Background: an optimization exercise with open tools, aiming at small area, a short achievable clock period and few clock cycles per item. Do not read the settings as production practice.
RTL that was checked went through simulation tests only; none was proved equivalent to the original.
No functional check of the RTL was part of run 2.

==> flow/design.v (outline; a module is shown in full before it is edited, if it fits) <==
// module mult: 2862 lines
// module mult_bsel: 10 lines
// module mult_fa: 10 lines
// module mult_ha: 9 lines
// module mult_gpnn: 8 lines
// module mult_gpnnx: 11 lines
// module mult_gpnp: 8 lines
// module mult_gppn: 8 lines
// module mult_gppp: 8 lines
// module mult_gpppx: 11 lines
module mult #(
    parameter int INPUT_WIDTH = 32,
    parameter bit IS_SIGNED   = 1'b0
) (
    input logic aclk,
    input logic arst_n,
    input  logic [              1:0] in_tvalid,
    output logic [              1:0] in_tready,
    input  logic [2*INPUT_WIDTH-1:0] in_tdata,
    output logic                     out_tvalid,
    input  logic                     out_tready,
    output logic [2*INPUT_WIDTH-1:0] out_tdata
);
  // ...
==> flow/flow/run.sh <==
#!/bin/bash
# The standard layout with four changes to how it is made:
#  - flow/downsize.tcl (before floorplan) sets every combinational cell to the
#    smallest drive strength of its function; the repair steps size up what
#    the placed loads and timing need,
#  - buffers that synthesis inserted are removed at floorplan (the repair
#    steps buffer the placed nets instead),
#  - the port buffers start as buf_1 (repair sizes them up where needed),
#  - the timing repair keeps SETUP_SLACK_MARGIN ns of setup slack, so it
#    aims below the clock period.
# make's output goes to flow_make.log; each ORFS step logs under orfs/logs.
set -euo pipefail
here=$(pwd)
bash standard.sh SETUP_SLACK_MARGIN=6.15 REMOVE_ABC_BUFFERS=1 \
  "BUFFER_PORTS_ARGS=-buffer_cell sky130_fd_sc_hd__buf_1" \
  PRE_FLOORPLAN_TCL="$here/flow/downsize.tcl" finish > flow_make.log 2>&1
==> flow/flow/downsize.tcl <==
# Before floorplan: give every combinational cell the smallest drive strength
# of its function, so that repair_design and repair_timing size up only the
# cells that the placed design's loads and timing need. Registers, clock
# buffers, tie cells and physical cells are left as synthesis made them.
set dont_use {}
if {[info exists ::env(DONT_USE_CELLS)]} { set dont_use $::env(DONT_USE_CELLS) }
set db [ord::get_db]
set smallest [dict create]
foreach lib [$db getLibs] {
  foreach m [$lib getMasters] {
    set n [$m getName]
    if {![regexp {^(sky130_fd_sc_hd__[a-z0-9]+)_([0-9]+)$} $n -> base drv]} { continue }
    set skip 0
    foreach pat $dont_use { if {[string match $pat $n]} { set skip 1 } }
    if {$skip} { continue }
    set area [expr {[$m getWidth] * [$m getHeight]}]
    if {![dict exists $smallest $base] || $area < [lindex [dict get $smallest $base] 1]} {
      dict set smallest $base [list $m $area]
    }
  }
}
set swapped 0
foreach inst [[ord::get_db_block] getInsts] {
  set m [$inst getMaster]
  set n [$m getName]
  if {![regexp {^(sky130_fd_sc_hd__([a-z0-9]+))_([0-9]+)$} $n -> base short drv]} { continue }
  if {[regexp {^(df|edf|sdf|dl|clk|conb|tap|fill|decap|diode|lpflow)} $short]} { continue }
  if {![dict exists $smallest $base]} { continue }
  set new [lindex [dict get $smallest $base] 0]
  if {$new ne $m && [$new getName] ne $n} {
    if {[$inst swapMaster $new]} { incr swapped }
  }
}
puts "downsize: $swapped cells set to their smallest drive strength"
==> flow/standard.sh <==
#!/bin/bash
# synth_recipe.tcl (not shown) runs the flow's synth.tcl, then flattens the netlist and writes it again
# the make line also repeats each setting of config.mk as NAME=value (left out here)
make -C /OpenROAD-flow-scripts/flow DESIGN_CONFIG=/design/flow/config.mk WORK_HOME=/design/flow/orfs CLKGATE_MAP_FILE= SYNTH_SCRIPT=/design/flow/synth_recipe.tcl "${@:-finish}"
==> flow/config.mk <==
export PLATFORM = sky130hd
export DESIGN_NAME = mult
export DESIGN_NICKNAME = mult
export VERILOG_FILES = /design/flow/design.v
export SDC_FILE = /design/flow/constraint.sdc
export NUM_CORES = 4
export LEC_CHECK = 0
export ABC_AREA = 0
export CAP_MARGIN = 20
export CORE_MARGIN = 2
export CORE_UTILIZATION = 45
export PLACE_DENSITY = 0.65
export SLEW_MARGIN = 20
export SYNTH_HIERARCHICAL = 1
==> flow/constraint.sdc <==
create_clock -name core_clock -period 11.0 [get_ports {aclk}]
set_input_delay 2.2000 -clock core_clock [delete_from_list [all_inputs] [get_ports {aclk}]]
set_output_delay 2.2000 -clock core_clock [all_outputs]
set_load 0.01 [all_outputs]
==> metrics.log, run 1 <==
[metrics] number of non-clock buffers: 229
[metrics] origin of the critical flop-to-flop path: a[3]
[metrics] metal3 WL: 13800 um
[metrics] Hold Path End: v2_r
[metrics] number of nets at the end of the flow: 3415
[metrics] reported max-cap violation count: 0
[metrics] setup slack of the worst register-to-register path: 6.23 ns
[metrics] highest routing layer actually used: met5
[metrics] later-pin clock latency in the skew report: 0.49 ns
[metrics] port buffer count: 135
[metrics] WP data required: 8.80 ns
[metrics] floorplan die height: 256 um
[metrics] Crit-path slowest cell: sky130_fd_sc_hd__buf_4
[metrics] fraction of area in clock buffers and inverters: 1.90%
[metrics] combined global-route utilization of all metal layers: 31.6%
[metrics] clock skew: 0.0173 ns
[metrics] Worst Setup Path Type: in -> out
[metrics] critical path cell sequence: buf_4 -> nor2_4 -> nor2b_1 -> buf_2
[metrics] outcome: complete, no violations
[metrics] fraction of layout cells with a size suffix above 1: 11.0%
[metrics] per-cell routed wire length: 28.7 um
[metrics] Filler cells: 5569
[metrics] Final Util: 52.0%
[metrics] layout inverter count without the clock tree: 50
[metrics] core region area: 63000 sq um
[metrics] final antenna-violating net count: 0
Testbench counts, summed over its fixed seeds: cycles 3,216, items 3,200.
==> inputs of run 2 (changes only) <==
--- a/flow/design.v
+++ b/flow/design.v
@@ -11,18 +11,18 @@
     input  logic                     out_tready,
     output logic [2*INPUT_WIDTH-1:0] out_tdata
 );
     logic v1_r, v2_r;       
     logic room_r;           
     logic en1, en2;
     assign en2 = out_tready || !v2_r;
     assign en1 = out_tready || room_r;
-    assign in_tready[0] = en1 && in_tvalid[1];
-    assign in_tready[1] = en1 && in_tvalid[0];
+    mult_rdy u_rdy0 (.t(out_tready), .r(room_r), .v(in_tvalid[1]), .y(in_tready[0]));
+    mult_rdy u_rdy1 (.t(out_tready), .r(room_r), .v(in_tvalid[0]), .y(in_tready[1]));
     logic [31:0] a;
     logic [15:0] one, two, neg;
     logic btop;
     logic [15:0] one_n, two_n, neg_n;
     always_comb begin
         one_n[0] = in_tdata[32];
         two_n[0] = in_tdata[33] & ~in_tdata[32];
         neg_n[0] = in_tdata[33];
@@ -2875,16 +2875,40 @@
     input  logic b,
     input  logic c,
     output logic s,
     output logic co
 );
     assign s  = a ^ b ^ c;
     assign co = (a & b) | (a & c) | (b & c);
 endmodule
+module mult_rdy (
+    input  logic t,
+    input  logic r,
+    input  logic v,
+    output logic y
+);
+    assign y = (t | r) & v;
+endmodule
+module mult_inc (
+    input  logic h,
+    input  logic o,
+    input  logic c,
+    output logic y
+);
+    assign y = h ^ (c & o);
+endmodule
+module mult_incn (
+    input  logic h,
+    input  logic o,
+    input  logic cn,
+    output logic y
+);
+    assign y = h ^ (~cn & o);
+endmodule
 module mult_ha (
     input  logic a,
     input  logic b,
     output logic s,
     output logic co
 );
     assign s  = a ^ b;
     assign co = a & b;
--- a/flow/flow/run.sh
+++ b/flow/flow/run.sh
@@ -6,11 +6,11 @@
 #  - buffers that synthesis inserted are removed at floorplan (the repair
 #    steps buffer the placed nets instead),
 #  - the port buffers start as buf_1 (repair sizes them up where needed),
 #  - the timing repair keeps SETUP_SLACK_MARGIN ns of setup slack, so it
 #    aims below the clock period.
 # make's output goes to flow_make.log; each ORFS step logs under orfs/logs.
 set -euo pipefail
 here=$(pwd)
-bash standard.sh SETUP_SLACK_MARGIN=6.15 REMOVE_ABC_BUFFERS=1 \
+bash standard.sh SETUP_SLACK_MARGIN=6.3 REMOVE_ABC_BUFFERS=1 \
   "BUFFER_PORTS_ARGS=-buffer_cell sky130_fd_sc_hd__buf_1" \
   PRE_FLOORPLAN_TCL="$here/flow/downsize.tcl" finish > flow_make.log 2>&1
==> flow/config.mk (replaced) <==
export PLATFORM = sky130hd
export DESIGN_NAME = mult
export DESIGN_NICKNAME = mult
export VERILOG_FILES = /design/flow/design.v
export SDC_FILE = /design/flow/constraint.sdc
export NUM_CORES = 4
export LEC_CHECK = 0
export ABC_AREA = 0
export CAP_MARGIN = 20
export CORE_MARGIN = 2
export CORE_UTILIZATION = 55
export PLACE_DENSITY = 0.7
export SLEW_MARGIN = 20
export SYNTH_HIERARCHICAL = 1
==> metrics.log, run 2 <==
[metrics] area of placed instances: 30600 sq um
[metrics] CTS buffer count: 17
[metrics] HPWL after detailed placement: 66000 um
[metrics] wire length after detailed routing: 105000 um
[metrics] CTS hold repair buffers: 0
[metrics] count of synthesis-stage warnings from yosys: 7
[metrics] Crit-path slowest cell: sky130_fd_sc_hd__o21a_1
[metrics] maximum clock frequency: 0.208 GHz
[metrics] number of remaining DRC errors: 0
[metrics] global-route wire length before repair: 152000 um
[metrics] critical path cell sequence: buf_8 -> o21a_1 -> buf_2
[metrics] core region area: 51400 sq um (-18%)
[metrics] Rel. slew slack: 40.2%
[metrics] final number of hold-violating endpoints: 0
[metrics] final antenna-violating net count: 0 (unchanged)
[metrics] placed cell count: 3422
[metrics] die area: 53900 sq um
[metrics] post-route non-filler standard cell count: 3546
[metrics] antenna violations before repair: 5
[metrics] Least-Margin Pin Slew: 0.897 ns
[metrics] Setup violations, final: 0
[metrics] via count of the first global-routing pass: 25.2k
[metrics] Layout Cell Area excl Fill: 35000 sq um
[metrics] Final Max Tran Viols: 0
[metrics] most common cell after layout, fill and taps aside: sky130_fd_sc_hd__xnor2_1
[metrics] WP data required: 8.80 ns (about the same)
[metrics] Worst Setup Path Type: in -> out
[metrics] per-cell routed wire length: 29.6 um (+3.4%)
[metrics] standard-cell rows: 83
[metrics] top flop regs: c_r (44), s_r (44), a (32)
[metrics] global-route congestion overflow total: 0
[metrics] final-layout setup total negative slack: 0 ns
[metrics] drt first pass iters: 12
[metrics] maximum number of pins on one net before global-route repair: 69
[metrics] Longest Clk Path Bufs: 2
[metrics] clk slew on worst S/H paths: 0.08 ns
[metrics] highest cell delay on the worst timing path: 0.16 ns
[metrics] number of nets at the end of the flow: 3496 (+2.4%)
[metrics] largest fanout on the critical path: 3
[metrics] clock skew: 0.0144 ns (-0.00294 ns)
[metrics] reported max-cap violation count: 0 (unchanged)
[metrics] maximum level of the CTS H-tree: 4
[metrics] post-synthesis cell count: 2532
[metrics] Die Width: 232 um
[metrics] share of the clock period used by the worst path after layout: 43.6%
[metrics] outcome: complete, no violations
[metrics] top library cells by usage in the layout, fill and taps aside: sky130_fd_sc_hd__xnor2_1 (555), sky130_fd_sc_hd__a22oi_1 (476), sky130_fd_sc_hd__fa_1 (471)
[metrics] starting DRC count in detailed routing: 3455
[metrics] total number of vias: 24.7k
[metrics] placer congestion estimate: 0.954
[metrics] later-pin clock latency in the skew report: 0.50 ns (about the same)
[metrics] Setup Slack @ Placement: 5.97 ns
[metrics] combined global-route utilization of all metal layers: 37.8% (+6.2 points)
[metrics] port buffer count: 135 (unchanged)
[metrics] time the worst path needs with I/O delays and setup: 4.80 ns
[metrics] number of antenna repair diodes: 0
[metrics] Filler cells: 3799 (-32%)
[metrics] CP Launch Type: input pin
[metrics] arrival time worst endpoint: 2.60 ns
[metrics] nature of the critical path endpoint: output pin
[metrics] setup ws final: 6.20 ns
[metrics] effective utilization at floorplan: 55.7%
[metrics] I/O pin cnt: 136
[metrics] number of sinks on the clock net: 192
[metrics] buffer type at the clock tree root: sky130_fd_sc_hd__clkbuf_16
[metrics] fraction of layout cells with a size suffix above 1: 20.3% (+9.3 points)
[metrics] clock tree from TritonCTS: done
[metrics] via density per instance: 6.96
[metrics] Tightest Hold Check Type: reg -> reg
[metrics] setup repair after global routing missed its margin: true
[metrics] floorplan die height: 232 um (-9.4%)
-- run 2: cell count changes in the layout (fill, tap and decap cells not counted), moves of 26 or more --
| cell | change |
|---|---|
| sky130_fd_sc_hd__nand2_1 | -44 |
| sky130_fd_sc_hd__nand2_4 | +26 |
| sky130_fd_sc_hd__buf_4 | +60 |
| sky130_fd_sc_hd__nor2_4 | +32 |
| sky130_fd_sc_hd__a21oi_1 | -34 |
| sky130_fd_sc_hd__ha_4 | +27 |
| sky130_fd_sc_hd__a21oi_4 | +32 |
-- run 2: layout make-up --
type	count	area [sq um]	area share, %
inverters	50	188	0.537
repair buffers	310	2460	7.04
multi-input cells	2282	25100	71.8
clock buffers	17	425	1.22
well taps	680	851	2.43
clock inverters	15	195	0.558
flip-flops and latches	192	5740	16.4
-- run 2: repair_timing --
item,4_1_cts,5_1_grt
buffers inserted,10,73
cloned,0,9
setup endpoints to repair,46,53
pin swaps,29,123
resized for setup,346,387
-- run 2: final timing paths --
kind | from | endpoint | slack, ns | cells past startpoint
worst max-delay path | out_tready | in_tready[1] | 6.20 | 3
worst min-delay path | v1_r | v2_r | 0.50 | 2
worst max register to register | two[1] | c_r[32] | 6.35 | 12
worst min register to register | v1_r | v2_r | 0.50 | 2
-- run 2: per-stage QoR --
step,util (%),hold WS (ns)
finish,68.0,0.501
global route,68.0,0.522
CTS,63.5,0.495
detailed placement,59.5,0.483
global placement,59.5,0.452
floorplan,-,0.440
-- run 2: metal layers --
metal,up-vias,share of wire [%],GRT usage [%],routed length (um)
li1,9838,-,-,-
met1,12400,38,52.0,39600
met2,1984,44,55.6,45900
met3,477,13,12.0,14000
met4,10,5.1,15.2,5370
met5,-,0.066,0,69
-- run 2: critical path: cells and delay by family --
kind / cells / cell delay (ns)
compound gates: 1 / 0.16
buf+inv: 2 / 0.24

-- static timing again, ports no longer ideal --
How much do the figures lean on ideal ports? The routed layouts below were timed once more, with nothing changed but the port constraints. Step 1 assumes that a clkbuf_16 drives the clock port and a buf_2 every other input. Step 2 also shifts input and output timing later by t, the mid clock arrival at the registers, as if the neighbouring blocks saw the same clock. Slacks: ideal ports / drivers / drivers and shift; pairs: ideal ports / drivers.
run	t (ns)	setup WS [ns]	hold WS [ns]	cell pins on the clock port's net
run 1	0.544	6.187 / 6.140 / 6.162	0.512 / 0.512 / 0.512	1
run 2	0.550	6.199 / 6.159 / 6.159	0.501 / 0.501 / 0.501	1
After both steps setup and hold are still met in every run listed. The setup slack of run 2, which loses most, moves by -0.040 ns with the drivers and by -0.040 ns with both steps.
